What follows belongs to an exercise in optimizing a design on an open flow for small area; a production flow would make more cautious choices.
Function was checked by simulation only, so behaviour that the tests miss may differ from the original.
Power is estimated from default activity; no workload was simulated.

<file path="flow/design.v">
module main(
	output [2:0] led,
	output [3:0] AN_out,
	output [6:0] CN_out,
	input clk, rst, clear, enter, change,
	input [3:0] switch
);
	reg [5:0] d;
	wire slow = (d == 6'd29);
	wire fast = (d[1:0] == 2'b11);
	always @(posedge clk or posedge rst)
		if (rst) d <= 6'd62;
		else d <= d + 1'b1;
	reg e0, e1, e2, E;
	reg [1:0] q0, q1, q2, qp;      
	always @(posedge clk or posedge rst)
		if (rst) begin e0 <= 0; e1 <= 0; e2 <= 0; E <= 0; end
		else if (slow) begin e0 <= enter; e1 <= e0; e2 <= e1; E <= e1 & ~e2; end
	always @(posedge clk)
		if (slow) begin q0 <= {change, clear}; q1 <= q0; q2 <= q1; qp <= q1 & ~q2; end
	wire C = qp[0], G = qp[1];
	localparam [2:0] S_I = 3'd0, S_L = 3'd1, S_EP = 3'd2, S_U = 3'd3,
	                 S_CP = 3'd4, S_A = 3'd5, S_BD = 3'd6, S_LO = 3'd7;
	localparam [3:0] M_CL0 = 4'b0000, M_CL2 = 4'b0001, M_CL6 = 4'b0010, M_CL7 = 4'b0011,
	                 M_OPEN = 4'b1100, M_US = 4'b1101, M_LO = 4'b1110, M_BD = 4'b1111;
	reg [2:0] state;
	reg lf;
	reg [2:0] cnt;
	reg [4:0] th;
	reg tb;
	reg [3:0] tu;
	reg [3:0] mode;
	reg [15:0] passwd;
	reg [15:0] inp;
	wire swf = (switch == 4'hF);
	wire match = (passwd == inp);
	wire tu9  = tu[3] & tu[0];
	wire x511 = th[4] & th[3] & th[0] & tb & tu[0];
	wire t300 = (th == 5'd14) & tb & tu9;
	wire t360 = th[4] & th[0] & tb & tu9;         
	wire t321 = th[4] & ~th[3];                    
	wire t302 = (th == 5'd15) & ~tb & (tu == 4'd1);  
	wire t6   = tu[2] & tu[0];                     
	reg [4:0] nth; reg ntb; reg [3:0] ntu;   
	always @(*) begin
		nth = th; ntb = tb; ntu = tu + 1'b1;
		if (x511) begin nth = 5'd0; ntb = 1'b0; ntu = 4'd0; end
		else if (tu9) begin
			ntu = 4'd0; ntb = ~tb;
			if (tb) nth = th + 1'b1;
		end
	end
	reg [2:0] ledv;
	always @(*)
		case (mode[3:2])
			2'b00: ledv = {mode[1], mode[1] | mode[0], mode[1] & mode[0]};
			2'b01: ledv = 3'd2;
			2'b10: ledv = 3'd4;
			default: case (mode[1:0]) 2'b00: ledv = 3'd3; 2'b01: ledv = 3'd5; 2'b10: ledv = 3'd7; default: ledv = 3'd6; endcase
		endcase
	assign led = ledv;
	wire [3:0] cl_mode = (mode[3:2] == 2'b00) ? mode :
	                     (mode[3:2] == 2'b01) ? M_CL2 :
	                     mode[0] ? M_CL6 : M_CL7;
	always @(posedge clk or posedge rst)
		if (rst) begin
			state <= S_I; lf <= 1'b1; cnt <= 3'd0;
			th <= 5'd25; tb <= 1'b1; tu <= 4'd1;
			mode <= M_CL0;
		end else if (slow) begin
			case (state)
			S_I: begin
				mode <= cl_mode;
				if (t6) begin state <= S_BD; {th, tb, tu} <= {5'd25, 1'b1, 4'd1}; end
				else if (E && !swf) begin state <= S_A; {th, tb, tu} <= {5'd25, 1'b1, 4'd1}; end
				else if (E) {th, tb, tu} <= {nth, ntb, ntu};
			end
			S_L: begin
				mode <= cl_mode;
				lf <= 1'b1; cnt <= 3'd0; {th, tb, tu} <= {5'd25, 1'b1, 4'd1};
				if (E && !swf) state <= S_A;
			end
			S_A: begin
				mode <= M_US;
				if (E) begin state <= lf ? S_EP : S_CP; {th, tb, tu} <= {5'd25, 1'b1, 4'd1}; end
				else begin {th, tb, tu} <= {nth, ntb, ntu}; if (t300) state <= S_LO; end
			end
			S_EP: begin
				if (cnt == 3'd4) state <= (match == lf) ? S_U : S_L;
				else if (t300) state <= S_LO;
				if (cnt[2] == 1'b0) mode <= {2'b01, cnt[1:0]};
				if (E && cnt == 3'd3) begin cnt <= 3'd4; {th, tb, tu} <= {5'd25, 1'b1, 4'd1}; end
				else if (C) begin cnt <= 3'd0; {th, tb, tu} <= {5'd25, 1'b1, 4'd1}; end
				else begin {th, tb, tu} <= {nth, ntb, ntu}; if (E && !cnt[2]) cnt <= cnt + 1'b1; end
			end
			S_U: begin
				mode <= M_OPEN;
				cnt <= 3'd0; lf <= 1'b0; {th, tb, tu} <= {nth, ntb, ntu};
				if (E) state <= S_EP;
				else if (G) state <= S_A;
				else if (t300) state <= S_LO;
			end
			S_CP: begin
				if (cnt == 3'd5) state <= S_U;
				else if (t300) state <= S_LO;
				if (cnt[2] == 1'b0) mode <= {2'b10, cnt[1:0]};
				if (E && cnt == 3'd4) cnt <= 3'd5;
				else if (C) begin cnt <= 3'd0; {th, tb, tu} <= {5'd25, 1'b1, 4'd1}; end
				else begin {th, tb, tu} <= {nth, ntb, ntu}; if (E && !cnt[2]) cnt <= cnt + 1'b1; end
			end
			S_LO: begin
				{th, tb, tu} <= {nth, ntb, ntu};
				if (t360) state <= S_L;
				if (t302) mode <= M_LO;
			end
			S_BD: begin
				{th, tb, tu} <= {nth, ntb, ntu};
				mode <= M_BD;
				if (t321) state <= S_L;
			end
			endcase
		end
	always @(posedge clk)
		if (slow) begin
			if (state == S_I) passwd <= 16'h0000;
			else if (state == S_BD) passwd <= 16'h3456;
			else if (state == S_CP && E && cnt == 3'd4) passwd <= inp;
		end
	wire wr = slow && (state == S_EP || state == S_CP) && !cnt[2];
	always @(posedge clk) begin
		if (wr && cnt[1:0] == 2'd0) inp[15:12] <= switch;
		if (wr && cnt[1:0] == 2'd1) inp[11:8] <= switch;
		if (wr && cnt[1:0] == 2'd2) inp[7:4] <= switch;
		if (wr && cnt[1:0] == 2'd3) inp[3:0] <= switch;
	end
	localparam [4:0] G_L = 5'h10, G_P = 5'h11, G_N = 5'h12, G_V = 5'h13,
	                 G_DASH = 5'h14, G_US = 5'h15, G_BL = 5'h16;
	function [4:0] bdtext(input [4:0] i);
		case (i)
		5'd4, 5'd14, 5'd15: bdtext = 5'd1;
		5'd6: bdtext = G_L;
		5'd7: bdtext = 5'd0;
		5'd8: bdtext = G_V;
		5'd9, 5'd11: bdtext = 5'd14;
		5'd12: bdtext = 5'd12;
		5'd13: bdtext = 5'd3;
		default: bdtext = G_BL;
		endcase
	endfunction
	wire [1:0] j = ~(d[3:2] + 1'b1);    
	reg [3:0] dig;
	always @(*)
		case (j)
			2'd0: dig = inp[15:12];
			2'd1: dig = inp[11:8];
			2'd2: dig = inp[7:4];
			default: dig = inp[3:0];
		endcase
	wire [1:0] k = mode[1:0];
	reg [4:0] glyph;
	always @(*)
		case (mode[3:2])
		2'b00:  
			case (j) 2'd0: glyph = 5'd12; 2'd1: glyph = G_L; 2'd2: glyph = 5'd5; default: glyph = 5'd13; endcase
		2'b01:  
			if (j < k) glyph = G_DASH;
			else if (j == k) glyph = {1'b0, dig};
			else glyph = G_US;
		2'b10:  
			if (j > k) glyph = G_US;
			else if (k == 2'd1 && j == 2'd0) glyph = {2'b00, inp[15:13]};
			else if (k == 2'd1 && j == 2'd1) glyph = {inp[12], inp[11:9], inp[8] & ~&inp[12:9]};
			else glyph = {1'b0, dig};
		default:
			case (mode[1:0])
			2'b00: case (j) 2'd0: glyph = 5'd0; 2'd1: glyph = G_P; 2'd2: glyph = 5'd14; default: glyph = G_N; endcase
			2'b01: glyph = G_US;
			2'b10:  
				if (tb || th == 5'd18) glyph = G_BL;
				else case (j) 2'd0: glyph = G_BL; 2'd1: glyph = 5'd0; 2'd2: glyph = G_V; default: glyph = 5'd7; endcase
			default: glyph = bdtext({1'b0, th[3:0]} + {3'b0, j});
			endcase
		endcase
	reg [4:0] ch;
	always @(posedge clk or posedge rst)
		if (rst) ch <= 5'b11111;    
		else if (fast) ch <= glyph;
	wire st = ~&ch;
	assign AN_out = st ? ~(4'b0001 << d[3:2]) : 4'b1111;
	reg [6:0] seg;
	always @(*)
		if (!ch[4]) case (ch[3:0])
			4'h0: seg = 7'b0000001;
			4'h1: seg = 7'b1001111;
			4'h2: seg = 7'b0010010;
			4'h3: seg = 7'b0000110;
			4'h4: seg = 7'b1001100;
			4'h5: seg = 7'b0100100;
			4'h6: seg = 7'b0100000;
			4'h7: seg = 7'b0001111;
			4'h8: seg = 7'b0000000;
			4'h9: seg = 7'b0000100;
			4'hA: seg = 7'b0001000;
			4'hB: seg = 7'b1100000;
			4'hC: seg = 7'b0110001;
			4'hD: seg = 7'b1000010;
			4'hE: seg = 7'b0110000;
			default: seg = 7'b0111000;
		endcase
		else if (ch[3]) seg = 7'b1111111;
		else case (ch[2:0])
			3'd0: seg = 7'b1110001;
			3'd1: seg = 7'b0011000;
			3'd2: seg = 7'b1101010;
			3'd3: seg = 7'b1000001;
			3'd4: seg = 7'b1111110;
			3'd5: seg = 7'b1110111;
			default: seg = 7'b1111111;
		endcase
	assign CN_out = seg;
endmodule
</file>
<file path="flow/flow/run.sh">
#!/bin/bash
# Own layout flow: the standard flow (standard.sh) with these changes:
# - synthesis: no half/full-adder cell extraction (ADDER_MAP_FILE empty) and a
#   stronger area-oriented ABC script (flow/abc_area.script, used through a
#   copy of the ORFS scripts folder); registers and their names are unchanged;
# - ports are buffered with the smallest buffer cell;
# - clock tree: small buffers and no dummy loads.
set -euo pipefail
W=$(pwd)
rm -rf "$W/xscripts"
cp -r "$FLOW_HOME/scripts" "$W/xscripts"
cp "$W/flow/abc_area.script" "$W/xscripts/abc_area.script"
CTS="-sink_clustering_enable -repair_clock_nets -dont_use_dummy_load -buf_list sky130_fd_sc_hd__clkbuf_16 -sink_clustering_size 40 -sink_clustering_max_diameter 300"
bash "$W/standard.sh" SCRIPTS_DIR="$W/xscripts" ADDER_MAP_FILE= ABC_AREA=1 \
	BUFFER_PORTS_ARGS="-buffer_cell sky130_fd_sc_hd__buf_1" \
	CTS_ARGS="$CTS" finish > "$W/make_flow.log" 2>&1
</file>
<file path="flow/flow/abc_area.script">
strash
&get -n
&fraig -x
&put
dc2
strash
&get -n
&dch -f
&nf -R 1000
&put
mfs2
strash
&get -n
&dch -f
&nf -R 1000
&put
</file>
<file path="flow/standard.sh">
#!/bin/bash
# synth_recipe.tcl (not shown) runs the flow's synth.tcl, then flattens the netlist and writes it again
# the make line also repeats each setting of config.mk as NAME=value (left out here)
make -C /OpenROAD-flow-scripts/flow DESIGN_CONFIG=/design/flow/config.mk WORK_HOME=/design/flow/orfs CLKGATE_MAP_FILE= SYNTH_SCRIPT=/design/flow/synth_recipe.tcl "${@:-finish}"
</file>
<file path="flow/config.mk">
export PLATFORM = sky130hd
export DESIGN_NAME = main
export DESIGN_NICKNAME = main
export VERILOG_FILES = /design/flow/design.v
export SDC_FILE = /design/flow/constraint.sdc
export NUM_CORES = 4
export LEC_CHECK = 0
export ABC_AREA = 1
export CAP_MARGIN = 20
export CORE_MARGIN = 2
export CORE_UTILIZATION = 60
export PLACE_DENSITY = 0.75
export SLEW_MARGIN = 20
</file>
<file path="flow/constraint.sdc">
create_clock -name core_clock -period 6.0 [get_ports {clk}]
set_input_delay 1.2000 -clock core_clock [delete_from_list [all_inputs] [get_ports {clk}]]
set_output_delay 1.2000 -clock core_clock [all_outputs]
set_load 0.01 [all_outputs]
</file>
==> run summary, run 1 <==
- The initialized floorplan defines 30 standard-cell rows.
- TritonCTS built the clock tree.
- For this design the ratio of total power to cell area is roughly 210 mW/mm^2.
- At the later pin of the worst-skew pair, clock insertion delay measures between 300 and 400 ps.
- In the routed layout, each cell is associated on average with a via count of around 6.3.
- The number of instances in the synthesized netlist is 466.
- Static timing analysis puts the maximum clock frequency at 240.9 MHz.
- CTS built an H-tree with a depth of 3.
- The average footprint of a synthesized cell is a little over 9 um^2.
- The synthesized design contains between 70 and 80 register bits.
- Relative to the synthesized area, the layout overhead comes to 10.64%.
- The initial DRC count is slightly below 300.
- The slew at the pin closest to its max-slew limit is between 800 and 900 ps.
- The detailed-route DRC error count is 0.
- The via total after detailed routing is around 3700.
- Summed over all layers, the global routing overflow is 0.
- Max-cap violations in this run came to 0.
- The finished cells cover 0.004684 mm^2.
- Counting the buffers created by CTS gives 9.
- The net count of the finished layout is between 500 and 600.
- Walking the worst path, the cells encountered are and2_0 > nand4_1 > nor2_1 > o211ai_1 > nor3_1 > nor3_1 > a21oi_1 > nand2_1 > nor3b_1.
- The sequential element share of the synthesized area is 50.12%.
- In the final layout, the share of cells above drive strength 1 is between 5 and 6%.
- The width of the chip is around 88 um.
- Global routing consumed, over all layers together, roughly 28% of the routing resources.
- The quantity of I/O buffers inserted on ports is 22.
- The die extent in y is between 80 and 90 um.
- In this run the cell area measured after placement is 0.004459 mm^2.
- The cell occurring most often along the worst timing path is sky130_fd_sc_hd__nor3_1.
- The final-report max-slew violation count came to 0.
- Counting flops with an async set or reset pin after synthesis yields a share of 47.37%.
- Across all register-to-register paths, the minimum setup slack is between 1500 and 2000 ps.
- The number of primary I/O pins is 23.
- The number of routed nets with antenna violations is 0.
- The area inside the core boundary is approximately 0.0068 mm^2.
- Across all hold checks on the routed design, the worst slack comes to about 430 ps.
- The initial antenna violation count is 0.
- IR analysis of the VDD net gives a maximum drop of about 0.17 mV.
- Clock-pin slew was measured on the worst setup and hold paths at roughly 50 ps.
- Once the floorplan was initialized, standard cells occupied just over 60% of the core.
- The min-delay analysis places its worst path in the category reg -> reg.
- In this design, the largest share of critical-path delay is due to simple AND/OR/NAND/NOR gates.
- Across the routed clock network, the largest skew measured is around 15 ps.
- The library cell contributing the largest single delay on the critical path is sky130_fd_sc_hd__nor2_1.
- The post-cts repair resize count is 0.
- The final wirelength is between 10 and 15 mm.
- The number of buffers and inverters on the critical path is 0.
- The cell sitting at the root of the clock tree is a sky130_fd_sc_hd__clkbuf_16.
- The worst path uses just under 70% of the clock period.
- The kind of critical path is reg -> reg.
- The number of post-CTS setup repair buffers is 0.
- The first-pass GRT wire length is 16.71 mm.
- The completed layout was analyzed and its total power is 1.003 mW.
- The post-cts hold buffer count is 0.
- The clock sink count is 76.
- Setup repair after global routing left no endpoint under its margin.
- The placer's final routability congestion estimate is just over 0.9.
- The post-detailed-placement half-perimeter wirelength is ~7.2 mm.
- The via count of the first global-routing pass came to between 3000 and 4000.
- The number of warnings printed during yosys synthesis is 1.
- For this run, the slowest stage of the critical path takes between 800 and 900 ps.
- The synthesized area is roughly 0.0042 mm^2.
- The synthesized netlist contains 41 unique library cells.
- The sum of negative setup slack is 0 ps.
- The type of element capturing the critical path is a flop.
- The run finished with no timing, DRC or antenna violations.
- The required time of the critical path is around 6300 ps.
- Entering global routing, the biggest net connects 37 pins.
- The repair_antennas step left the layout with diodes totalling 0.
- The number of enable-type register cells in the synthesized netlist is 40.
- The first TritonRoute pass finished after 5 iterations.
- The maximum buffer depth of the clock tree is 2.
- The number of nets in the synthesized netlist is 475.
- Summed over all cells, the static leakage comes to 1.678 nW.
- The total die area is 0.007745 mm^2.
- Data on the critical path arrives at its endpoint at between 4000 and 5000 ps.
- Dividing the detail-routed wire length by the instance count gives ~17 um.
- Of all nets on the critical path, the largest fanout is 17.
- Setup violations remaining at the end of the flow were counted as 0.
- The placement-stage worst setup slack is around 1900 ps.
- Among all flip-flop cells after synthesis, the most frequent one is sky130_fd_sc_hd__edfxtp_1.
- The worst path in the final design needs a cycle of just over 4000 ps, including I/O delays and setup.
- The final hold violation count came to 0.
- The number of fill cells in the layout is around 540.
- The worst setup path is launched from a flop.
- Measured against its own limit, the worst slew margin works out to a little over two fifths.
- Once routing completed, OpenROAD measured the worst setup slack at between 1500 and 2000 ps.
## Yosys cell counts (all sizes together), types with 7 or more instances
library cell | number | area, um^2
nor2 | 77 | 289.0
nand2 | 50 | 187.7
edfxtp | 40 | 1201
a21oi | 39 | 195.2
o21ai | 26 | 130.1
nor3 | 21 | 105.1
dfrtp | 20 | 500.5
and2 | 16 | 100.1
dfstp | 16 | 420.4
nand3 | 16 | 80.08
xor2 | 15 | 131.4
clkinv | 14 | 52.55
nor2b | 13 | 81.33
xnor2 | 12 | 105.1
a31oi | 11 | 68.82
a211oi | 9 | 67.56
nand2b | 8 | 50.05
nor4 | 7 | 43.79
## metrics by stage
step	instances	utilization [%]
6_report	596	68.95
5_1_grt	596	68.95
4_1_cts	596	68.95
3_5_place_dp	587	65.64
3_3_place_gp	587	65.64
2_1_floorplan	466	-
## flip-flops by register name (all words and copies together) (netlist names), 3 cells and up
signal	count
d	6
mode	4
passwd	16
th	5
inp	16
cnt	3
tu	4
state	3
ch	5
## worst paths after layout
path | from | end | depth (start not counted)
min in group asynchronous | rst | tu[3]$_DFFE_PP0P_ | 3
max | d[2]$_DFF_PP1_ | tu[1]$_DFFE_PP0P_ | 9
min | q0[0]$_DFFE_PN_ | q1[0]$_DFFE_PN_ | 0
max reg2reg | d[2]$_DFF_PP1_ | tu[1]$_DFFE_PP0P_ | 9
min reg2reg | q0[0]$_DFFE_PN_ | q1[0]$_DFFE_PN_ | 0
max in group asynchronous | rst | d[1]$_DFF_PP1_ | 3
## per-layer routing
layer  track usage [%]  vias up  wire, um
met5                 0        -         0
met4             13.29        0       270
met3             4.147       25       625
met2             48.14      172      4989
met1             35.56     1746      4180
li1                  -     1789         -
## worst reg2reg max path, delay by kind of cell (launching register included)
family	cells	cell delay, ps
compound gates	2	350
flops	1	690
simple gates	7	3030
## placed cells by master, fill, tap and decap left out, drive strengths merged, types with 2 or more instances in the layout
cell type,Yosys,layout
a41oi,2,2
and3,4,4
nand4,6,6
dfrtp,20,20
or3,2,2
clkbuf,0,9
nand2,50,50
edfxtp,40,40
o22a,2,2
nor2b,13,13
a211oi,9,9
o211ai,2,2
o31ai,4,4
dfstp,16,16
xnor2,12,12
xor2,15,15
a21boi,3,3
nand3,16,16
o21bai,3,3
a222oi,3,3
and4,2,2
o21ai,26,26
a311oi,3,3
and2,16,16
nor3,21,21
a22oi,3,3
nand2b,8,8
a21o,2,2
nor2,77,77
a221oi,2,2
a21oi,39,39
o22ai,3,3
buf,0,25
nor4,7,7
clkinv,14,14
nor3b,2,2
or2,3,3
a31oi,11,11
## cells by family after synthesis
group	synth area share, %
AOI/OAI and AO/OA	17.76
xor gates and xnor gates	5.585
buffers and inverters	1.241
DFF	50.12
and+or+nand+nor	25.30
## area by class of cell
class,instances,area [um^2],share of cell area [%]
clock buffer,9,225.2,4.808
timing repair buffer,25,105.1,2.244
tap,96,120.1,2.564
sequential,76,2122,45.30
inverter,14,52.55,1.122
multi-input combinational,376,2059,43.96
## report_power, final
part / leakage (nW) / switching (mW) / internal, mW
sequential: 0.753 / 0.000330 / 0.549
combinational: 0.814 / 0.00735 / 0.00206
clock: 0.111 / 0.181 / 0.262
==> run 2, diff against run 1 <==
--- a/flow/flow/run.sh
+++ b/flow/flow/run.sh
@@ -12,3 +12,3 @@
 cp "$W/flow/abc_area.script" "$W/xscripts/abc_area.script"
-CTS="-sink_clustering_enable -repair_clock_nets -dont_use_dummy_load -buf_list sky130_fd_sc_hd__clkbuf_16 -sink_clustering_size 40 -sink_clustering_max_diameter 300"
+CTS="-sink_clustering_enable -repair_clock_nets -dont_use_dummy_load -buf_list sky130_fd_sc_hd__clkbuf_16"
 bash "$W/standard.sh" SCRIPTS_DIR="$W/xscripts" ADDER_MAP_FILE= ABC_AREA=1 \
==> run 2 against run 1 <==
Still clean on timing, DRC and antenna; sequential share of layout area unchanged; die area unchanged; wire length unchanged; hold slack unchanged; via count unchanged; count of clock-buffer cells in the layout unchanged; clock skew unchanged; largest power group unchanged; critical endpoint unchanged; cell area unchanged; total power unchanged; area after synthesis unchanged; critical path depth unchanged.
==> run summary, run 2 <==
- The final antenna diode count is 0.
- Across every metal layer, demand over resource in global routing totals 28.27%.
- The most common cell in the netlist is sky130_fd_sc_hd__nor2_1.
- The post-route netlist has under 10% of its cells at a drive strength greater than 1.
- Buffers added to address setup during post-CTS repair amount to 0.
- The total overflow reported by the global router is 0.
- The worst-case IR drop observed on VDD is between 0.15 and 0.2 mV.
- In this run the cell area of the synthesized design comes to 0.004234 mm^2.
- The H-tree was split into 3 levels.
- For this block, the initial DRC count from the detailed router was roughly 300.
- In this run, post-CTS repair resized a total of 0 instances.
- The reg-to-reg setup timing slack is between 1500 and 2000 ps.
- The number of routed nets with antenna violations is 0.
- After filler insertion, the fill cell instance count of the layout stands at approximately 540.
- The count of distinct cell types in the synthesized netlist is 41.
- The placed instances occupy a cell area of 0.004459 mm^2.
- The number of max-cap violations is 0.
- The synthesized net count is 475.
- The library cell used most frequently in the layout, excluding fill and tap cells, is sky130_fd_sc_hd__nor2_1.
- The setup-violating endpoint count in the final report is 0.
- The placer's final routability congestion estimate is 0.9190.
- The worst clock skew is 15.03 ps.
- The sequential element share of the synthesized area is 50.12%.
- The sum of negative setup slack is 0 ps.
- The nature of the critical path startpoint is a flop.
- The number of primary I/O pins is 23.
- The CTS tree is done.
- The initial utilization of the core area, before any placement, comes to 62.32%.
- By area the synthesized netlist is led by sky130_fd_sc_hd__edfxtp_1 (28%), sky130_fd_sc_hd__dfrtp_1 (12%), sky130_fd_sc_hd__dfstp_2 (9.9%), sky130_fd_sc_hd__nor2_1 (6.8%), sky130_fd_sc_hd__a21oi_1 (4.6%).
- The die extent in y is roughly 90 um.
- Timing analysis after detailed placement gives a worst setup slack of approximately 1900 ps.
- The final-report max-slew violation count was 0.
- In the layout the commonest cells are sky130_fd_sc_hd__nor2_1 (77), sky130_fd_sc_hd__nand2_1 (50), sky130_fd_sc_hd__edfxtp_1 (40), sky130_fd_sc_hd__a21oi_1 (39), sky130_fd_sc_hd__o21ai_0 (26).
- After routing the design area is approximately 0.0047 mm^2.
- The largest single stage delay on the critical path is roughly 810 ps.
- The number of instances in the synthesized netlist is approximately 470.
- The commonest cells after synthesis are sky130_fd_sc_hd__nor2_1 (77), sky130_fd_sc_hd__nand2_1 (50), sky130_fd_sc_hd__edfxtp_1 (40).
- Setup repair after global routing left no endpoint under its margin.
- The critical path is of the reg -> reg type.
- The multi-input combinational cell area is ~0.0021 mm^2.
- The signal on the critical path passes through and2_0 > nand4_1 > nor2_1 > o211ai_1 > nor3_1 > nor3_1 > a21oi_1 > nand2_1 > nor3b_1.
- The classification of the worst-slack hold path is reg -> reg.
- The worst hold slack across all endpoints is 426.9 ps.
- The post-cts hold buffer count is 0.
- In this run the worst path has a maximum fanout of 17.
- For this run, the number of Yosys warnings is 1.
- The HPWL after detailed placement is between 7 and 8 mm.
- The share of the synthesized area in the top cell type is about 28%.
- After layout, the minimum clock period comes to ~4200 ps.
- In this run the deepest clock path goes through 2 buffers.
- The net count of the finished layout is a little over 500.
- The initial antenna violation count is 0.
- STA puts the critical path data required time at ~6300 ps.
- Buffers placed on the I/O ports in this run total 22.
- The library cell contributing the largest single delay on the critical path is sky130_fd_sc_hd__nor2_1.
- The via count of the first global-routing pass is between 3000 and 4000.
- The total die area is between 0.007 and 0.008 mm^2.
- At the worst endpoint, the arrival time is 4400 ps.
- The CTS buffer count is 9.
- The width of the chip is approximately 90 um.
- The total power density per cell area is about 210 mW/mm^2.
- The first-pass iteration count of the detailed router is 5.
- For this run, asynchronously set or reset flops after synthesis account for a little under half.
- After detailed routing, the number of vias per cell comes to about 6.3.
- The first global-routing pass estimated between 15 and 20 mm of wire.
- For the pin with the worst max-slew slack, the measured transition is approximately 860 ps.
- For this design the static power due to leakage is roughly 1.7 nW.
- After clock tree synthesis, the clock-pin slew on the worst setup and hold paths is around 50 ps.
- The final wirelength is ~10 mm.
- The root cell of the clock tree is sky130_fd_sc_hd__clkbuf_16.
- The sequential cells in the finished layout cover a total of 0.002122 mm^2.
- The post-synthesis register bit count is between 70 and 80.
- After floorplanning, the core was divided into 30 placement rows.
- Dividing the detail-routed wire length by the instance count gives 16.89 um.
- The later-pin clock latency in the skew report is roughly 340 ps.
- The largest total area in the synthesized netlist belongs to sky130_fd_sc_hd__edfxtp_1.
- The most common flop cell mapped by yosys is sky130_fd_sc_hd__edfxtp_1.
- The achievable frequency is 240.9 MHz.
- Setup slack closes at 1849 ps.
- The worst slew slack as a fraction of its limit is 42.23%.
- The area inside the core boundary is 0.006794 mm^2.
- The final hold violation count is 0.
- After detailed routing, the number of remaining DRC violations is 0.
- The flow ran to the end and the layout has no timing, DRC or antenna violations.
- The clock sink count is between 70 and 80.
- In this run, synthesis inferred 40 flip-flops with an integrated enable.
- The largest registers in the layout are inp (16), passwd (16), d (6).
- The final critical path takes up 69.18% of the cycle.
- The largest net degree at the start of global routing is 37.
- Counting stages on the worst path, the most repeated cell is sky130_fd_sc_hd__nor3_1.
- The relative area change from synthesis to final layout is 10.64%.
- The average footprint of a synthesized cell is between 9 and 10 um^2.
- The via total after detailed routing is 3732.
- The worst setup path is captured at a flop.
run 2: cell counts after synthesis:
Identical to the previous run, type by type.
run 2: critical path: cells and delay by family, from the launching register on:
| family | cells | cell delay (ps) |
|---|---|---|
| DFF | 1 | 690 |
| and+or+nand+nor | 7 | 3030 |
| AOI/OAI and AO/OA | 2 | 350 |
run 2: layout make-up:
type                       instances  area share [%]
timing repair buffer              25           2.244
inverter                          14           1.122
clock buffer                       9           4.808
multi-input combinational        376           43.96
tap                               96           2.564
sequential                        76           45.30
run 2: per-stage QoR:
step	instances	power (mW)	utilization, %
global placement	587	0.5685	65.64
global route	596	1.024	68.95
detailed placement	587	0.5688	65.64
CTS	596	1.006	68.95
floorplan	466	0.5632	-
finish	596	1.003	68.95
run 2: worst paths after layout:
check | from | end | depth (start not counted)
setup / recovery | d[2]$_DFF_PP1_ | tu[1]$_DFFE_PP0P_ | 9
min in group asynchronous | rst | tu[3]$_DFFE_PP0P_ | 3
hold reg to reg | q0[0]$_DFFE_PN_ | q1[0]$_DFFE_PN_ | 0
setup reg to reg | d[2]$_DFF_PP1_ | tu[1]$_DFFE_PP0P_ | 9
max in group asynchronous | rst | d[1]$_DFF_PP1_ | 3
hold / removal | q0[0]$_DFFE_PN_ | q1[0]$_DFFE_PN_ | 0
run 2: where the power goes:
part | total, mW | internal (mW) | switching [mW] | leakage (nW)
logic | 0.00941 | 0.00206 | 0.00735 | 0.814
clock network | 0.444 | 0.262 | 0.181 | 0.111
registers | 0.550 | 0.549 | 0.000330 | 0.753
total | 1.00 | 0.814 | 0.189 | 1.68
run 2: logic make-up (layout without fill, tap and decap cells):
kind of cell	after synthesis	after routing	share of synthesized area, %
flops	76	76	50.12
compound gates	121	121	17.76
buf+inv	14	48	1.241
xor+xnor	27	27	5.585
simple gates	228	228	25.30
run 2: layer usage:
metal | GRT usage [%] | routed length [um] | vias to the layer above
met3 | 4.147 | 625 | 25
met2 | 48.14 | 4989 | 172
met4 | 13.29 | 270 | 0
met1 | 35.56 | 4180 | 1746
li1 | - | - | 1789
met5 | 0 | 0 | -
==> run 3, diff against run 2 <==
--- a/flow/flow/run.sh
+++ b/flow/flow/run.sh
@@ -12,3 +12,3 @@
 cp "$W/flow/abc_area.script" "$W/xscripts/abc_area.script"
-CTS="-sink_clustering_enable -repair_clock_nets -dont_use_dummy_load -buf_list sky130_fd_sc_hd__clkbuf_16"
+CTS="-sink_clustering_enable -repair_clock_nets -dont_use_dummy_load -buf_list sky130_fd_sc_hd__clkbuf_8"
 bash "$W/standard.sh" SCRIPTS_DIR="$W/xscripts" ADDER_MAP_FILE= ABC_AREA=1 \
==> run 3 against run 2 <==
Cell count unchanged; count of clock-buffer cells in the layout unchanged; largest power group unchanged; fmax decreased by 0.17%; clock power decreased by 33%; wire length shrank 1.4%; global-route usage down 0.72 points; synthesized cell count did not move; still clean on timing, DRC and antenna; first-iteration DRC count up 1.3%; via count decreased by 1.0%.
==> run summary, run 3 <==
- The number of placed instances, taps included is 587.
- The largest stage delay on the critical path is ~800 ps.
- For this run, design rule violations remaining after detail routing come to 0.
- The number of instances in the synthesized netlist is approximately 470.
- The library cell occupying the most area in the post-synthesis netlist is sky130_fd_sc_hd__edfxtp_1.
- The share of flip-flops with an asynchronous set or reset is between 40 and 50%.
- The maximum fanout along the worst path is 17.
- After legalization and detailed placement, the total HPWL measured 7.224 mm.
- In the final routed layout, each cell accounts on average for about 17 um.
- Fill cells in the final layout number between 500 and 600.
- The clock period could shrink to between 4000 and 5000 ps.
- The CTS buffer count is 9.
- Across the routed clock network, the largest skew measured is about 26 ps.
- The synthesized netlist contains between 40 and 50 unique library cells.
- Entering global routing, the biggest net connects 37 pins.
- Across all layers, the routed design uses about 3700 vias.
- The switching power as a share of total power is 19.88%.
- In this run the worst hold path is classified as reg -> reg.
- The number of gates resized after CTS was 0.
- The internal portion of the total power is between 0.6 and 0.7 mW.
- For the pin with the worst max-slew slack, the measured transition is about 830 ps.
- The finished layout holds 596 standard cells, fillers aside.
- The root cell of the clock tree is sky130_fd_sc_hd__clkbuf_8.
- Of the total power, the clock network draws roughly 35%.
- The type of element capturing the critical path is a flop.
- The floorplan has 30 rows.
- The most common cell after layout, fill and taps aside is sky130_fd_sc_hd__nor2_1.
- The total overflow reported by the global router is 0.
- The relative area change from synthesis to final layout is 8.245%.
- In this run the critical register-to-register path is launched from d[2]$_DFF_PP1_.
- The first global-routing pass estimated roughly 16 mm of wire.
- The run finished with no timing, DRC or antenna violations.
- The initial antenna violation count is 0.
- Walking the worst path, the cells encountered are and2_0 > nand4_1 > nor2_1 > o211ai_1 > nor3_1 > nor3_1 > a21oi_1 > nand2_1 > nor3b_1.
- The synthesized area is roughly 0.0042 mm^2.
- The net switching power of the design is roughly 0.17 mW.
- The final hold violation count came to 0.
- The part of the total power dissipated in sequential elements is between 60 and 70%.
- The synthesized design contains 40 enable-type register cells.
- Global routing used 27.55% of the available tracks across all layers.
- The period utilization is 69.30%.
- The setup-violating endpoint count in the final report is 0.
- By startpoint and endpoint, the worst setup path is classified as reg -> reg.
- Counting stages on the worst path, the most repeated cell is sky130_fd_sc_hd__nor3_1.
- The final antenna diode count is 0.
- The die is 88.01 um wide.
- The library cell contributing the largest single delay on the critical path is sky130_fd_sc_hd__nor2_1.
- The first detailed-routing pass took 5 iterations.
- The average footprint of a synthesized cell is roughly 9.1 um^2.
- The number of max-cap violations is 0.
- The area inside the core boundary is about 0.0068 mm^2.
- The largest registers in the layout are inp (16), passwd (16), d (6).
- The final-report max-slew violation count is 0.
- The quantity of I/O buffers inserted on ports is 22.
- Wires add up to about 10 mm.
- The worst supply voltage drop on vdd is 0.1416 mV.
- The post-route netlist has 5.600% of its cells at a drive strength greater than 1.
- The nature of the critical path startpoint is a flop.
- The via count of the first global-routing pass came to 3392.
- The post-synthesis register bit count is 76.
- The initial utilization of the core area, before any placement, comes to between 60 and 70%.
- The count of nets left with antenna violations once routing finished came out at 0.
- The start point of the critical path is d[2]$_DFF_PP1_.
- The commonest cells after synthesis are sky130_fd_sc_hd__nor2_1 (77), sky130_fd_sc_hd__nand2_1 (50), sky130_fd_sc_hd__edfxtp_1 (40).
- The die covers ~0.0077 mm^2.
- The combined flip-flop and latch cell area is ~0.0021 mm^2.
- The number of post-CTS setup repair buffers is 0.
- In the layout the commonest cells are sky130_fd_sc_hd__nor2_1 (77), sky130_fd_sc_hd__nand2_1 (50), sky130_fd_sc_hd__edfxtp_1 (40), sky130_fd_sc_hd__a21oi_1 (39), sky130_fd_sc_hd__o21ai_0 (26).
- The multi-input combinational cells in the finished layout cover a total of approximately 0.002 mm^2.
- By instance count, the leading cell after synthesis is sky130_fd_sc_hd__nor2_1.
- STA puts the critical path data required time at roughly 6300 ps.
- After clock tree synthesis, the clock-pin slew on the worst setup and hold paths is 70 ps.
- Combinational logic burns between 1 and 1.5% of the power.
- Measured against its own limit, the worst slew margin works out to between 40% and 50%.
- The synthesized net count is about 480.
- The clock sink count is 76.
- Of the synthesized area, sequential elements account for between 50% and 60%.
- The leakage power total is between 1.5 and 2 nW.
- The initial DRC count is about 300.
- Hold repair after CTS inserted 0 buffers.
- The later-pin clock latency in the skew report is between 300 and 400 ps.
- Setup repair after global routing left no endpoint under its margin.
- The sum of negative setup slack is 0 ps.
- The beginning of the worst hold path is q0[0]$_DFFE_PN_.
- Sorting the synthesized cells by area gives the leading types as sky130_fd_sc_hd__edfxtp_1 (28%), sky130_fd_sc_hd__dfrtp_1 (12%), sky130_fd_sc_hd__dfstp_2 (9.9%), sky130_fd_sc_hd__nor2_1 (6.8%), sky130_fd_sc_hd__a21oi_1 (4.6%).
- The achievable frequency is 240.5 MHz.
- The CTS tree is done.
- Data arrives at the worst endpoint at around 4400 ps.
- The synthesized design devotes to its leading area cell type roughly 28% of total area.
- For this run, the number of Yosys warnings is 1.
- At the end of the flow, the number of nets in the layout was between 500 and 600.
- The die extent in y is between 80 and 90 um.
- The total power density per cell area is roughly 190 mW/mm^2.
- The total number of H-tree levels is 3.
- The most common flop cell mapped by yosys is sky130_fd_sc_hd__edfxtp_1.
- At the end of routability-driven placement, the weighted congestion stood at ~0.92.
- The detail-routed via count per cell is about 6.2.
- During I/O placement, the number of pins put on the boundary was 23.
- The clock passes through at most 2 buffers.
## run 3: cell types whose count changed in the layout (fill, tap and decap cells not counted)
cell                        previous run  this run
sky130_fd_sc_hd__clkbuf_16             9         0
sky130_fd_sc_hd__clkbuf_8              0         9
## run 3: power groups by stage
stage	Combinational, mW	Clock, mW	Sequential (mW)
after detailed placement	0.00980	0	0.559
final	0.00946	0.296	0.549
after CTS	0.00981	0.298	0.549
after floorplan	0.00420	0	0.559
after global placement	0.00957	0	0.559
after global routing	0.0110	0.317	0.549
## run 3: area by class of cell
class	count	area share, %
Timing Repair Buffer	25	2.293
Multi-Input combinational cell	376	44.94
Clock buffer	9	2.703
Tap cell	96	2.621
Inverter	14	1.147
Sequential cell	76	46.30
## run 3: logic make-up (layout without fill, tap and decap cells)
family                 count (synthesis)  after routing  share of synthesized area [%]
XOR/XNOR                              27             27                          5.585
buffers and inverters                 14             48                          1.241
flip-flops                            76             76                          50.12
AO/OA/AOI/OAI                        121            121                          17.76
AND/OR/NAND/NOR                      228            228                          25.30
## run 3: metal layers
metal | track usage (%) | up-vias | part of all wire [%]
li1 | - | 1787 | -
met1 | 35.31 | 1718 | 43
met2 | 46.63 | 162 | 48
met3 | 4.807 | 26 | 6.0
met4 | 10.91 | 0 | 2.5
met5 | 0 | - | 0
## run 3: worst max-delay path, delay by kind of cell, from the launching register on
| kind | cells | cell delay [ps] |
|---|---|---|
| and+or+nand+nor | 7 | 3040 |
| AOI/OAI and AO/OA | 2 | 350 |
| DFF | 1 | 690 |
## run 3: per-stage QoR
step	total power, mW	setup slack, ps	hold slack (ps)	area [um^2]	util [%]
6_report	0.8540	1842	438.5	4583	67.46
5_1_grt	0.8765	1437	461.1	4583	67.46
4_1_cts	0.8568	1903	442.3	4583	67.46
3_5_place_dp	0.5688	1928	411.8	4459	65.64
3_3_place_gp	0.5685	2112	400.7	4459	65.64
2_1_floorplan	0.5632	2788	400.3	4234	-
## run 3: path summary, 6_finish.rpt
path                                      to  slack [ps]  cells past startpoint
setup / recovery           tu[1]$_DFFE_PP0P_        1840                      9
hold / removal               q1[0]$_DFFE_PN_         440                      0
setup reg to reg           tu[1]$_DFFE_PP0P_        1840                      9
hold reg to reg              q1[0]$_DFFE_PN_         440                      0
max in group asynchronous     d[1]$_DFF_PP1_        4720                      3
min in group asynchronous  tu[3]$_DFFE_PP0P_         920                      3
==> run 4, diff against run 3 <==
--- a/flow/config.mk
+++ b/flow/config.mk
@@ -8,6 +8,7 @@
 export ABC_AREA = 1
-export CAP_MARGIN = 20
+export CAP_MARGIN = 0
 export CORE_MARGIN = 2
 export CORE_UTILIZATION = 60
+export GPL_TIMING_DRIVEN = 0
 export PLACE_DENSITY = 0.75
-export SLEW_MARGIN = 20
+export SLEW_MARGIN = 0
==> run 4 against run 3 <==
Still clean on timing, DRC and antenna; combinational power shrank 8.1%; count of clock-buffer cells in the layout is the same; cell area shrank 0.30%; largest cell class unchanged; critical path depth is the same; global-route usage shrank 0.60 points; non-clock buffer count shrank 3; hold slack lost 2.9 ps; via count shrank 2.0%; critical endpoint unchanged; first-iteration DRC count grew 25%; sequential power is essentially flat; die area is the same.
==> run summary, run 4 <==
- Dividing the final minimum period by the clock period gives around three quarters.
- The post-synthesis register bit count is 76.
- In this run the most critical hold path is launched from q0[1]$_DFFE_PN_.
- The largest registers in the layout are inp (16), passwd (16), d (6).
- After the flow finishes, the layout carries non-filler instances totaling between 500 and 600.
- The average footprint of a synthesized cell is around 9 um^2.
- The maximum fanout along the worst path is 17.
- The total power density per cell area is 187.2 mW/mm^2.
- The synthesized net count is around 480.
- The via count of the first global-routing pass was 3365.
- The analysis attributes to cell leakage a power of 1.619 nW.
- The post-cts hold buffer count is 0.
- The final-report max-slew violation count is 0.
- By startpoint and endpoint, the worst setup path is classified as reg -> reg.
- The number of primary I/O pins is 23.
- Summed over all layers, the global routing overflow is 0.
- The setup-violating endpoint count in the final report is 0.
- The tree is rooted in a sky130_fd_sc_hd__clkbuf_8.
- The final antenna diode count is 0.
- The library cells used most frequently in the layout, excluding fill and tap cells, are sky130_fd_sc_hd__nor2_1 (77), sky130_fd_sc_hd__nand2_1 (50), sky130_fd_sc_hd__edfxtp_1 (40), sky130_fd_sc_hd__a21oi_1 (38), sky130_fd_sc_hd__o21ai_0 (26).
- In this run the worst setup path terminates at tu[1]$_DFFE_PP0P_.
- The part of the total power dissipated in sequential elements is ~64%.
- Counting distinct cell types in the post-synthesis netlist gives just over 40.
- The sum of negative setup slack is 0 ps.
- The library cell occupying the most area in the post-synthesis netlist is sky130_fd_sc_hd__edfxtp_1.
- The library cell contributing the largest single delay on the critical path is sky130_fd_sc_hd__nor2_1.
- The quantity of I/O buffers inserted on ports is 22.
- The first-pass GRT wire length is 15.96 mm.
- The flow ran to the end and the layout has no timing, DRC or antenna violations.
- The most common flop cell mapped by yosys is sky130_fd_sc_hd__edfxtp_1.
- The setup check on the worst reg-to-reg path leaves a slack of between 1500 and 2000 ps.
- The number of placed instances, taps included is 584.
- The start point of the critical path is d[2]$_DFF_PP1_.
- In this design, the stage delay of the slowest critical-path cell is approximately 860 ps.
- The via total after detailed routing is roughly 3600.
- The worst register-to-register path has a depth of 9.
- The worst supply voltage drop on vdd is around 0.21 mV.
- The share of the synthesized area in the top cell type is between 20 and 30%.
- The net count of the finished layout is between 500 and 600.
- The cell occurring most often along the worst timing path is sky130_fd_sc_hd__nor3_1.
- Setup repair after global routing left no endpoint under its margin.
- Of all flip-flops after synthesis, the portion carrying an async set or reset was about 47%.
- The critical path contains buffers and inverters numbering 0 combined.
- The number of gates resized after CTS was 0.
- The relative area change from synthesis to final layout is 7.920%.
- After detailed routing, the average wire length per cell comes to between 15 and 20 um.
- The startpoint identified for the worst register-to-register timing path is d[2]$_DFF_PP1_.
- For the worst setup path, the data arrival time is 4690 ps.
- The clock network fraction of total power is 34.8%.
- The largest net degree at the start of global routing is 37.
- The analysis attributes to net switching a power of around 0.17 mW.
- The switching power as a share of total power is approximately 20%.
- Once the clock tree was built, the setup fixing pass inserted 0 buffers.
- The synthesized netlist occupies a cell area of between 0.004 and 0.005 mm^2.
- The internal power consumption is 0.6838 mW.
- The die is between 80 and 90 um tall.
- No sink is reached through more buffers than the 2 on the longest clock path.
- The slew at the pin closest to its max-slew limit is between 900 and 1000 ps.
- For this block, the initial DRC count from the detailed router was approximately 380.
- The critical path crosses 9 cells after its start point.
- The first-pass iteration count of the detailed router is 5.
- The worst setup path is launched from a flop.
- The library cell used most frequently in the layout, excluding fill and tap cells, is sky130_fd_sc_hd__nor2_1.
- Row generation in the floorplan step produced 30 rows.
- The initial antenna violation count is 0.
- The type of element capturing the critical path is a flop.
- The total number of H-tree levels is 3.
- The placer's final routability congestion estimate is 0.9059.
- For the worst setup path, the data required time is 6260 ps.
- The initial standard-cell utilization of the core is between 60 and 70%.
- For this run, the number of Yosys warnings is 1.
- The area inside the core boundary is just under 0.007 mm^2.
- Clock tree synthesis inserted a total of 9 buffers.
- The tool flagged a number of max-cap violations equal to 0.
- Synthesis handed over a netlist of 466 instances.
- For this block, the routed nets add up to around 9.5 mm of wire.
- The worst reg2reg path endpoint is tu[1]$_DFFE_PP0P_.
- The most common cell in the netlist is sky130_fd_sc_hd__nor2_1.
- The synthesized design contains 40 enable-type register cells.
- The width of the chip is about 90 um.
- The time the worst path needs with I/O delays and setup is approximately 4400 ps.
- The wire-length estimate of the detail-placed layout is 6.941 mm.
- Ranked by instance count, the synthesized netlist is headed by sky130_fd_sc_hd__nor2_1 (77), sky130_fd_sc_hd__nand2_1 (50), sky130_fd_sc_hd__edfxtp_1 (40).
- The number of routed nets with antenna violations is 0.
- The sequential element share of the synthesized area is between 50% and 60%.
- The signal on the critical path passes through and2_0 > nand4_1 > nor2_1 > o211ai_1 > nor3_1 > nor3_1 > a21oi_1 > nand2_1 > nor3b_1.
- The CTS tree is done.
- The clock-pin transition on the worst setup and hold timing paths is roughly 80 ps.
- In the routed layout, each cell is associated on average with a via count of approximately 6.1.
- Combinational logic burns approximately 1.0% of the power.
- The min-delay analysis places its worst path in the category reg -> reg.
- The later-pin clock latency in the skew report is 350 ps.
- The total die area is 0.007745 mm^2.
- The achievable frequency is about 230 MHz.
- The cell family contributing the most delay on the critical path is simple AND/OR/NAND/NOR gates.
- The final hold violation count is 0.
- The worst clock skew is a little under 20 ps.
- The global routing usage summed across all routing layers is approximately 27%.
- The post-route netlist has around 5.6% of its cells at a drive strength greater than 1.
- Measured against its own limit, the worst slew margin works out to roughly 38%.
- In the post-synthesis netlist, the biggest area contributors are sky130_fd_sc_hd__edfxtp_1 (28%), sky130_fd_sc_hd__dfrtp_1 (12%), sky130_fd_sc_hd__dfstp_2 (9.9%), sky130_fd_sc_hd__nor2_1 (6.8%), sky130_fd_sc_hd__a21oi_1 (4.6%).
- The clock sink count is between 70 and 80.
- The detailed-route DRC error count is 0.
-- run 4: cell counts after synthesis --
No cell type changed its count.
-- run 4: worst min path at each step --
stage,slack [ps],depth (start not counted),end
after global routing,450,0,q1[0]$_DFFE_PN_
after CTS,440,0,q1[1]$_DFFE_PN_
after detailed placement,430,0,q1[1]$_DFFE_PN_
after floorplan,400,0,q1[0]$_DFFE_PN_
after global placement,400,0,q1[0]$_DFFE_PN_
final,440,0,q1[1]$_DFFE_PN_
-- run 4: cell families after synthesis --
group                  count (synthesis)  share of synthesized area [%]
buffers and inverters                 14                          1.241
XOR/XNOR                              27                          5.585
AND/OR/NAND/NOR                      228                          25.30
AO/OA/AOI/OAI                        121                          17.76
flip-flops                            76                          50.12
-- run 4: layer usage --
layer  vias to the layer above  wire length, um  track usage [%]
li1                       1772                -                -
met1                      1707             4175            36.23
met2                       117             4606            44.63
met3                        22              450            3.864
met4                         0              240            10.07
met5                         -                0                0
-- run 4: worst register-to-register path: cells and delay by family, from the launching register on --
family | cells | cell delay [ps]
and+or+nand+nor | 7 | 3260
AOI/OAI and AO/OA | 2 | 360
DFF | 1 | 730
-- run 4: power by group through the flow --
stage	Clock [mW]	Combinational, mW	Sequential, mW
4_1_cts	0.299	0.00920	0.549
3_5_place_dp	0	0.00920	0.559
5_1_grt	0.318	0.0106	0.549
2_1_floorplan	0	0.00420	0.559
3_3_place_gp	0	0.00876	0.559
6_report	0.298	0.00869	0.549
-- run 4: area by class of cell --
type / instances / area, um^2
multi-input combinational: 376 / 2068
clock buffer: 9 / 123.9
inverter: 14 / 52.55
tap: 96 / 120.1
sequential: 76 / 2122
timing repair buffer: 22 / 82.58
fill: 587 / 2225
-- run 4: metrics by stage --
step / hold WS [ps] / area [um^2] / setup slack (ps) / utilization, % / power (mW)
after floorplan: 400.3 / 4234 / 2788 / - / 0.5632
after global placement: 402.6 / 4437 / 1635 / 65.30 / 0.5677
after detailed placement: 425.7 / 4437 / 1612 / 65.30 / 0.5682
after CTS: 444.4 / 4561 / 1632 / 67.13 / 0.8572
after global routing: 449.4 / 4569 / 1138 / 67.26 / 0.8772
final: 435.5 / 4569 / 1568 / 67.26 / 0.8553
==> run 5, diff against run 4 <==
==> flow/flow/abc_area.script (replaced) <==
strash
&get -n
&fraig -x
&put
dc2
strash
&get -n
&deepsyn -T 120
&put
strash
&get -n
&dch -f
&nf -R 1000
&put
mfs2
strash
&get -n
&dch -f
&nf -R 1000
&put
mfs2
strash
&get -n
&dch -f
&nf -R 1000
&put
==> run 5 against run 4 <==
Fmax grew 20%; register-to-register slack improved by 750 ps; critical endpoint is now inp[11]$_DFFE_PP_; cell area is 3.6% lower; area after synthesis fell by 3.4%; count of clock-buffer cells in the layout is the same; cell count decreased by 5.9%; total power shrank 0.80%; flip-flop and latch count is the same.
==> run summary, run 5 <==
- The flow ran to the end and the layout has no timing, DRC or antenna violations.
- The clock period could shrink to around 3700 ps.
- Setup violations remaining at the end of the flow were counted as 0.
- From synthesis to final layout, the design area changed by 7.772%.
- The layer flagged by global routing as most heavily used is met2.
- Clock latency on the worst-skew pair, taken at its later pin, is 360 ps.
- The detailed router finished its first iteration with 330 violations.
- A synthesized cell averages 9.168 um^2.
- In the synthesized netlist the dominant register cell turns out to be sky130_fd_sc_hd__edfxtp_1.
- The reg-to-reg setup timing slack is about 2300 ps.
- The number of post-CTS setup repair buffers is 0.
- The share of the Yosys chip area taken by registers is roughly 52%.
- The most common cell in the netlist is sky130_fd_sc_hd__nor2_1.
- In the global route stage, overall resource usage came out at 26.54%.
- The worst-case reg-to-reg path depth is 6.
- The number of routed nets with antenna violations is 0.
- The floorplan has 30 rows.
- The classification of the worst-slack hold path is reg -> reg.
- The finished layout holds around 560 standard cells, fillers aside.
- The start point of the critical path is d[2]$_DFF_PP1_.
- The most common cell after layout, fill and taps aside is sky130_fd_sc_hd__nor2_1.
- In this run the cell area of the synthesized design comes to 0.004089 mm^2.
- The share of flip-flops with an asynchronous set or reset is a little under half.
- The via total after detailed routing is 3563.
- Clock skew on the completed layout was measured at around 30 ps.
- The final standard cell utilization of the core is about two thirds.
- The synthesized net count is 455.
- The first-pass GRT wire length is 15.59 mm.
- Entering global routing, the biggest net connects 37 pins.
- Final hold analysis gives a worst-case slack of approximately 420 ps.
- The leakage power total is about 1.6 nW.
- In the final routed layout, each cell accounts on average for 16.39 um.
- The worst slew slack as a fraction of its limit is between 30% and 40%.
- Along the worst path, the maximum fanout reaches 17.
- The number of instances in the synthesized netlist is between 400 and 500.
- Counting flops with a built-in enable in the synthesized netlist gives 40.
- In this run, distinct cell masters in the synthesized netlist total 49.
- The worst register-to-register path begins at d[2]$_DFF_PP1_.
- The final antenna diode count is 0.
- The width of the chip is 86.55 um.
- In the finished design, the share of the clock period the worst path needs comes to between 60% and 70%.
- The number of max-cap violations is 0.
- After clock tree synthesis, the clock-pin slew on the worst setup and hold paths is 70 ps.
- The library cell occupying the most area in the post-synthesis netlist is sky130_fd_sc_hd__edfxtp_1.
- Setup repair after global routing left no endpoint under its margin.
- The commonest cells after synthesis are sky130_fd_sc_hd__nor2_1 (79), sky130_fd_sc_hd__nand2_1 (56), sky130_fd_sc_hd__edfxtp_1 (40).
- The net count of the finished layout is 489.
- After synthesis, the cell types taking the most area are sky130_fd_sc_hd__edfxtp_1 (29%), sky130_fd_sc_hd__dfrtp_1 (12%), sky130_fd_sc_hd__dfstp_2 (10%), sky130_fd_sc_hd__nor2_1 (7.3%), sky130_fd_sc_hd__nand2_1 (5.1%).
- The detail-routed via count per cell is 6.385.
- For this run, global-route usage on met3 was measured as between 4 and 5%.
- The share of the synthesized area in the top cell type is a little under 30%.
- The total power density per cell area is 192.5 mW/mm^2.
- The clock net in this run drives a total of 76 sinks.
- The floorplan step defined a die boundary enclosing 0.007491 mm^2.
- The pre-antenna-repair detailed-routing pass consisted of 6 iterations.
- The placer's final routability congestion estimate is around 0.94.
- Summed over all nets, the half-perimeter wirelength after detailed placement is 6.557 mm.
- The tree is rooted in a sky130_fd_sc_hd__clkbuf_8.
- The post-cts hold buffer count is 0.
- The post-route netlist has around 5.9% of its cells at a drive strength greater than 1.
- The achievable frequency is 271.5 MHz.
- STA classifies the critical path startpoint as a flop.
- For the worst setup path, the data arrival time is ~3700 ps.
- Summed over all layers, the global routing overflow is 0.
- The final hold violation count is 0.
- After floorplanning, the core was sized to cover 0.006681 mm^2.
- In the global route stage, met2 resource usage came out at between 40% and 50%.
- For this block, the routed nets add up to between 9 and 10 mm of wire.
- The type of element capturing the critical path is a flop.
- The largest registers in the layout are inp (16), passwd (16), d (6).
- The top cell types in the final layout, fill and taps aside, are sky130_fd_sc_hd__nor2_1 (79), sky130_fd_sc_hd__nand2_1 (56), sky130_fd_sc_hd__edfxtp_1 (40), sky130_fd_sc_hd__a21oi_1 (28), sky130_fd_sc_hd__o21ai_0 (27).
- The CTS tree is done.
- The floorplan step set the die height to slightly below 90 um.
- The endpoint of the worst setup timing path is inp[11]$_DFFE_PP_.
- For this run, global-route usage on met1 was measured as 37.31%.
- The CTS buffer count is 9.
- The required time of the critical path is around 6000 ps.
- The number of placed instances, taps included is 549.
- For this design the top-level I/O count stands at 23.
- No sink is reached through more buffers than the 2 on the longest clock path.
- The post-synthesis register bit count is 76.
- The via count of the first global-routing pass is between 3000 and 4000.
- The critical path is of the reg -> reg type.
- The total number of H-tree levels is 3.
- The initial antenna violation count is 0.
- The initial utilization of the core area, before any placement, comes to 61.20%.
- The total non-filler cell area in the finished layout is about 0.0044 mm^2.
- The slew at the pin closest to its max-slew limit is a little under 1000 ps.
- The post-cts repair resize count is 0.
- In the routed design, unresolved DRC markers number 0.
- Summing all placed instances gives a cell area of between 0.004 and 0.005 mm^2.
- The sum of negative setup slack is 0 ps.
- The count of buffers added on input and output ports is 22.
- The final-report max-slew violation count is 0.
- The worst reg2reg path endpoint is inp[11]$_DFFE_PP_.
- The number of warnings printed during yosys synthesis is 1.
- The worst supply voltage drop on vdd is 0.1355 mV.
## run 5: layout make-up
class                   instances  area (um^2)
inverters                      21        78.83
multi-input cells             349         1892
repair buffers                 23        90.09
flip-flops and latches         76         2122
clock buffers                   9        123.9
well taps                      80        100.1
fillers                       569         2275
## run 5: report_power, final
group / switching, mW / total, mW / internal, mW / leakage [nW]
logic: 0.00683 / 0.00841 / 0.00158 / 0.709
registers: 0.000390 / 0.549 / 0.549 / 0.783
clock network: 0.157 / 0.291 / 0.134 / 0.0647
## run 5: metrics by stage
stage / worst slack [ps] / power, mW
2_1_floorplan: 3155 / 0.5631
4_1_cts: 2326 / 0.8536
3_5_place_dp: 2328 / 0.5680
3_3_place_gp: 2353 / 0.5677
6_report: 2317 / 0.8484
5_1_grt: 2032 / 0.8782
## run 5: kinds of logic (layout without fill, tap and decap cells)
family	Yosys count	count (layout)	synth area share, %
XOR/XNOR	14	14	2.999
buffers and inverters	21	53	1.928
AND/OR/NAND/NOR	214	214	23.75
multiplexers	3	3	0.7956
flip-flops	76	76	51.90
AO/OA/AOI/OAI	118	118	18.64
## run 5: worst min path at each step
stage,slack (ps),startpoint,endpoint,depth (start not counted)
after floorplan,400,q0[0]$_DFFE_PN_,q1[0]$_DFFE_PN_,0
after global placement,400,q0[0]$_DFFE_PN_,q1[0]$_DFFE_PN_,0
after detailed placement,410,q0[0]$_DFFE_PN_,q1[0]$_DFFE_PN_,0
after CTS,430,q0[0]$_DFFE_PN_,q1[0]$_DFFE_PN_,0
after global routing,430,q0[0]$_DFFE_PN_,q1[0]$_DFFE_PN_,0
final,420,q0[1]$_DFFE_PN_,q1[1]$_DFFE_PN_,0
## run 5: critical path: stages (launching register included)
cell and delay, ps:
sky130_fd_sc_hd__dfstp_2 720, sky130_fd_sc_hd__and2_0 500, sky130_fd_sc_hd__nand3_1 120, sky130_fd_sc_hd__or3_1 570, sky130_fd_sc_hd__clkinv_1 410, sky130_fd_sc_hd__nand2_1 220
sky130_fd_sc_hd__nor4b_1 770
## run 5: per-layer routing
layer	routed length (um)	part of all wire, %
met1	4041	44
met2	4359	48
met3	522	5.7
met4	223	2.4
met5	0	0
==> run 6, diff against run 5 <==
--- a/flow/flow/run.sh
+++ b/flow/flow/run.sh
@@ -12,3 +12,3 @@
 cp "$W/flow/abc_area.script" "$W/xscripts/abc_area.script"
-CTS="-sink_clustering_enable -repair_clock_nets -dont_use_dummy_load -buf_list sky130_fd_sc_hd__clkbuf_8"
+CTS="-sink_clustering_enable -repair_clock_nets -dont_use_dummy_load -buf_list {sky130_fd_sc_hd__clkbuf_4 sky130_fd_sc_hd__clkbuf_8} -sink_clustering_size 8 -sink_clustering_max_diameter 40"
 bash "$W/standard.sh" SCRIPTS_DIR="$W/xscripts" ADDER_MAP_FILE= ABC_AREA=1 \
--- a/flow/config.mk
+++ b/flow/config.mk
@@ -8,7 +8,6 @@
 export ABC_AREA = 1
-export CAP_MARGIN = 0
+export CAP_MARGIN = 20
 export CORE_MARGIN = 2
 export CORE_UTILIZATION = 60
-export GPL_TIMING_DRIVEN = 0
 export PLACE_DENSITY = 0.75
-export SLEW_MARGIN = 0
+export SLEW_MARGIN = 20
==> run 6 against run 5 <==
Synthesized cell count unchanged; hold slack improved by 1.1 ps; global-route usage grew 0.45 points; clock power hardly changed; non-clock buffer count grew 2; fmax is 6.2% higher; core utilization is 0.17 points higher; flip-flop and latch count unchanged; area after synthesis unchanged; largest cell class unchanged; largest power group unchanged; highest routed layer unchanged.
==> run summary, run 6 <==
- The die extent in y is ~87 um.
- The total power density per cell area is ~190 mW/mm^2.
- The cell area after placement is roughly 0.0043 mm^2.
- The final hold violation count is 0.
- The final standard cell utilization of the core is ~66%.
- At the pin with the least slew margin, the transition time is 993.1 ps.
- The number of placement rows is 30.
- Across all layers, the routed design uses 3555 vias.
- For this run, the number of Yosys warnings is 1.
- The end point of the most critical hold path is q1[0]$_DFFE_PN_.
- The multi-input combinational cell area is about 0.0019 mm^2.
- The first-pass iteration count of the detailed router is 5.
- Summing the areas of all and, or, nand and nor instances in the mapped netlist gives between 20% and 30% of the synthesized area.
- The number of clock buffers added by TritonCTS is 9.
- In this run the static leakage power is between 1.5 and 2 nW.
- The final-report max-slew violation count is 0.
- For this block, the routed nets add up to between 9 and 10 mm of wire.
- Detailed placement ended at an HPWL of between 6 and 7 mm.
- The placer's final routability congestion estimate is ~0.9.
- The number of enable-type register cells in the synthesized netlist is 40.
- TritonCTS built the clock tree.
- The critical path starts at d[2]$_DFF_PP1_.
- The post-synthesis mux area share is 0.7956%.
- The number of post-CTS setup repair buffers is 0.
- The final non-filler cell total is 560.
- The largest registers in the layout are inp (16), passwd (16), d (6).
- When the netlist entered floorplanning its net count stood at about 460.
- The initial standard-cell utilization of the core is between 60% and 70%.
- The sum of negative setup slack is 0 ps.
- In the final design database the tool counted between 400 and 500 nets.
- The maximum buffer depth of the clock tree is 2.
- The per-cell routed wire length is between 15 and 20 um.
- During placement, the flow inserted port buffers numbering 22.
- The worst-case setup margin in the final layout is 2531 ps.
- The required time of the critical path is approximately 6000 ps.
- After clock tree synthesis, the clock-pin slew on the worst setup and hold paths is roughly 70 ps.
- In this run the worst path has a maximum fanout of 17.
- The number of fill cells in the layout is around 590.
- Global routing used a little over a quarter of the available tracks across all layers.
- The total overflow reported by the global router is 0.
- The post-cts hold buffer count is 0.
- The share of the synthesized area in the top cell type is between 20% and 30%.
- The clock sink count is between 70 and 80.
- The period utilization is 57.81%.
- The average footprint of a synthesized cell is approximately 9 um^2.
- The post-synthesis register bit count is 76.
- The combined flip-flop and latch cell area is 0.002122 mm^2.
- The worst flop-to-flop path startpoint is d[2]$_DFF_PP1_.
- The total number of H-tree levels is 3.
- STA classifies the critical path endpoint as a flop.
- The most common flop cell mapped by yosys is sky130_fd_sc_hd__edfxtp_1.
- The die covers between 0.007 and 0.008 mm^2.
- The area inside the core boundary is between 0.006 and 0.007 mm^2.
- The fraction of synthesized cell area in xor and xnor cells is between 2 and 3%.
- The number of primary I/O pins is 23.
- Clock skew on the completed layout was measured at 28.80 ps.
- The time the worst path needs with I/O delays and setup is approximately 3500 ps.
- The number of instances in the synthesized netlist is 446.
- In this run the register-to-register setup slack is around 2500 ps.
- The number of placed instances, taps included is between 500 and 600.
- The flow ran to the end and the layout has no timing, DRC or antenna violations.
- The number of cells on the worst hold path is 0.
- The count of distinct cell types in the synthesized netlist is 49.
- The worst hold path begins at q0[0]$_DFFE_PN_.
- The initial DRC count is 300.
- Data arrives at the worst endpoint at ~3400 ps.
- The relative area change from synthesis to final layout is 8.048%.
- The worst-case reg-to-reg path depth is 6.
- The classification of the worst-slack hold path is reg -> reg.
- The dominant combinational cell family by area after synthesis is simple AND/OR/NAND/NOR gates.
- The synthesized area is just over 0.004 mm^2.
- Setup repair after global routing left no endpoint under its margin.
- The count of nets left with antenna violations once routing finished came out at 0.
- The most common cell in the netlist is sky130_fd_sc_hd__nor2_1.
- The post-route netlist has 5.833% of its cells at a drive strength greater than 1.
- In the synthesized netlist the async set-or-reset flop fraction comes to 47.37%.
- Sorting the synthesized cells by area gives the leading types as sky130_fd_sc_hd__edfxtp_1 (29%), sky130_fd_sc_hd__dfrtp_1 (12%), sky130_fd_sc_hd__dfstp_2 (10%), sky130_fd_sc_hd__nor2_1 (7.3%), sky130_fd_sc_hd__nand2_1 (5.1%).
- The most common cell after layout, fill and taps aside is sky130_fd_sc_hd__nor2_1.
- The width of the chip is 86.55 um.
- The worst register-to-register path ends at inp[11]$_DFFE_PP_.
- The sequential element share of the synthesized area is 51.90%.
- The first-pass GRT wire length is between 15 and 20 mm.
- The post-cts repair resize count is 0.
- Summing the areas of all compound-gate instances in the mapped netlist gives about a fifth of the synthesized area.
- The library cell occupying the most area in the post-synthesis netlist is sky130_fd_sc_hd__edfxtp_1.
- The finished cells cover about 0.0044 mm^2.
- The later-pin clock latency in the skew report is about 350 ps.
- The final antenna diode count is 0.
- In the layout the commonest cells are sky130_fd_sc_hd__nor2_1 (79), sky130_fd_sc_hd__nand2_1 (56), sky130_fd_sc_hd__edfxtp_1 (40), sky130_fd_sc_hd__a21oi_1 (29), sky130_fd_sc_hd__o21ai_0 (27).
- The number of max-cap violations is 0.
- The worst setup path is launched from a flop.
- The via count of the first global-routing pass came to 3270.
- The achievable frequency is just under 300 MHz.
- After synthesis, the most frequently instantiated cells are sky130_fd_sc_hd__nor2_1 (79), sky130_fd_sc_hd__nand2_1 (56), sky130_fd_sc_hd__edfxtp_1 (40).
- For this run, design rule violations remaining after detail routing come to 0.
- The initial antenna violation count is 0.
- The largest net degree at the start of global routing is 37.
- Using the TritonRoute via totals, the vias-per-cell ratio works out to ~6.3.
- The critical path in this run is classified as reg -> reg.
- The synthesized netlist devotes 0% of its cell area to adder and majority cells.
- The placement-stage worst setup slack is ~2500 ps.
- VDD sags by at most ~0.14 mV.
- The worst slew slack as a fraction of its limit is between 30 and 40%.
- The root cell of the clock tree is sky130_fd_sc_hd__clkbuf_8.
- Setup violations remaining at the end of the flow were counted as 0.
-- run 6: kinds of logic (layout without fill, tap and decap cells) --
| logic type | after synthesis | after routing |
|---|---|---|
| AO/OA/AOI/OAI | 118 | 118 |
| flip-flops | 76 | 76 |
| buffers and inverters | 21 | 55 |
| multiplexers | 3 | 3 |
| XOR/XNOR | 14 | 14 |
| AND/OR/NAND/NOR | 214 | 214 |
-- run 6: per-stage QoR --
step | hold WS, ps | power, mW
floorplan | 400.3 | 0.5631
global placement | 404.4 | 0.5680
detailed placement | 407.9 | 0.5685
CTS | 425.3 | 0.8539
global route | 438.4 | 0.8729
finish | 424.2 | 0.8515
-- run 6: layer usage --
metal / track usage (%) / part of all wire (%)
met2: 43.71 / 48
met1: 35.77 / 44
met3: 4.476 / 4.8
met4: 12.50 / 2.6
met5: 0 / 0
-- run 6: layout make-up --
| type | instances | area share, % |
|---|---|---|
| clock buffer | 9 | 2.804 |
| inverter | 21 | 1.784 |
| tap | 80 | 2.266 |
| sequential | 76 | 48.03 |
| multi-input combinational | 349 | 42.74 |
| timing repair buffer | 25 | 2.379 |
-- run 6: power by group --
| group | internal (mW) | total (mW) | switching (mW) |
|---|---|---|---|
| clock | 0.134 | 0.294 | 0.160 |
| sequential | 0.548 | 0.549 | 0.000364 |
| combinational | 0.00201 | 0.00904 | 0.00704 |
-- run 6: worst max path at each step --
stage / endpoint / slack (ps) / cells past startpoint
floorplan: inp[10]$_DFFE_PP_ / 3150 / 6
global placement: inp[8]$_DFFE_PP_ / 2710 / 6
detailed placement: inp[9]$_DFFE_PP_ / 2550 / 6
CTS: inp[11]$_DFFE_PP_ / 2520 / 6
global route: inp[11]$_DFFE_PP_ / 2260 / 6
finish: inp[11]$_DFFE_PP_ / 2530 / 6
-- run 6: critical path, cell delays in order, from the launching register on --
cell and delay, ps:
sky130_fd_sc_hd__dfstp_2 690, sky130_fd_sc_hd__and2_0 400, sky130_fd_sc_hd__nand3_1 110, sky130_fd_sc_hd__or3_1 510, sky130_fd_sc_hd__clkinv_1 360, sky130_fd_sc_hd__nand2_1 200
sky130_fd_sc_hd__nor4b_1 820

port drivers added, routing unchanged:
The results above use ideal ports. As a check the final layouts listed here were re-extracted and re-timed, cells and wires unchanged.
Step 1 assumes that a clkbuf_16 drives the clock port and a buf_2 every other input.
Step 2, shift: input delay + t, output delay - t, t = (earliest + latest rising clock arrival at the registers) / 2. This alone moves slack from input paths to output paths.
Slacks: ideal ports / drivers / drivers and shift; pairs: ideal ports / drivers.
| run | shift t [ns] | setup WS [ns] | latest minus earliest clock arrival (ns) | cell pins on the clock port's net |
|---|---|---|---|---|
| run 1 | 0.364 | 1.849 / 1.849 / 1.849 | 0.016 / 0.016 | 1 |
| run 2 | 0.364 | 1.849 / 1.849 / 1.849 | 0.016 / 0.016 | 1 |
| run 3 | 0.367 | 1.842 / 1.842 / 1.842 | 0.027 / 0.027 | 1 |
| run 4 | 0.373 | 1.568 / 1.568 / 1.568 | 0.019 / 0.020 | 1 |
| run 5 | 0.378 | 2.317 / 2.317 / 2.317 | 0.030 / 0.030 | 1 |
| run 6 | 0.368 | 2.531 / 2.531 / 2.531 | 0.028 / 0.029 | 1 |
After both steps every run listed still meets setup and hold.
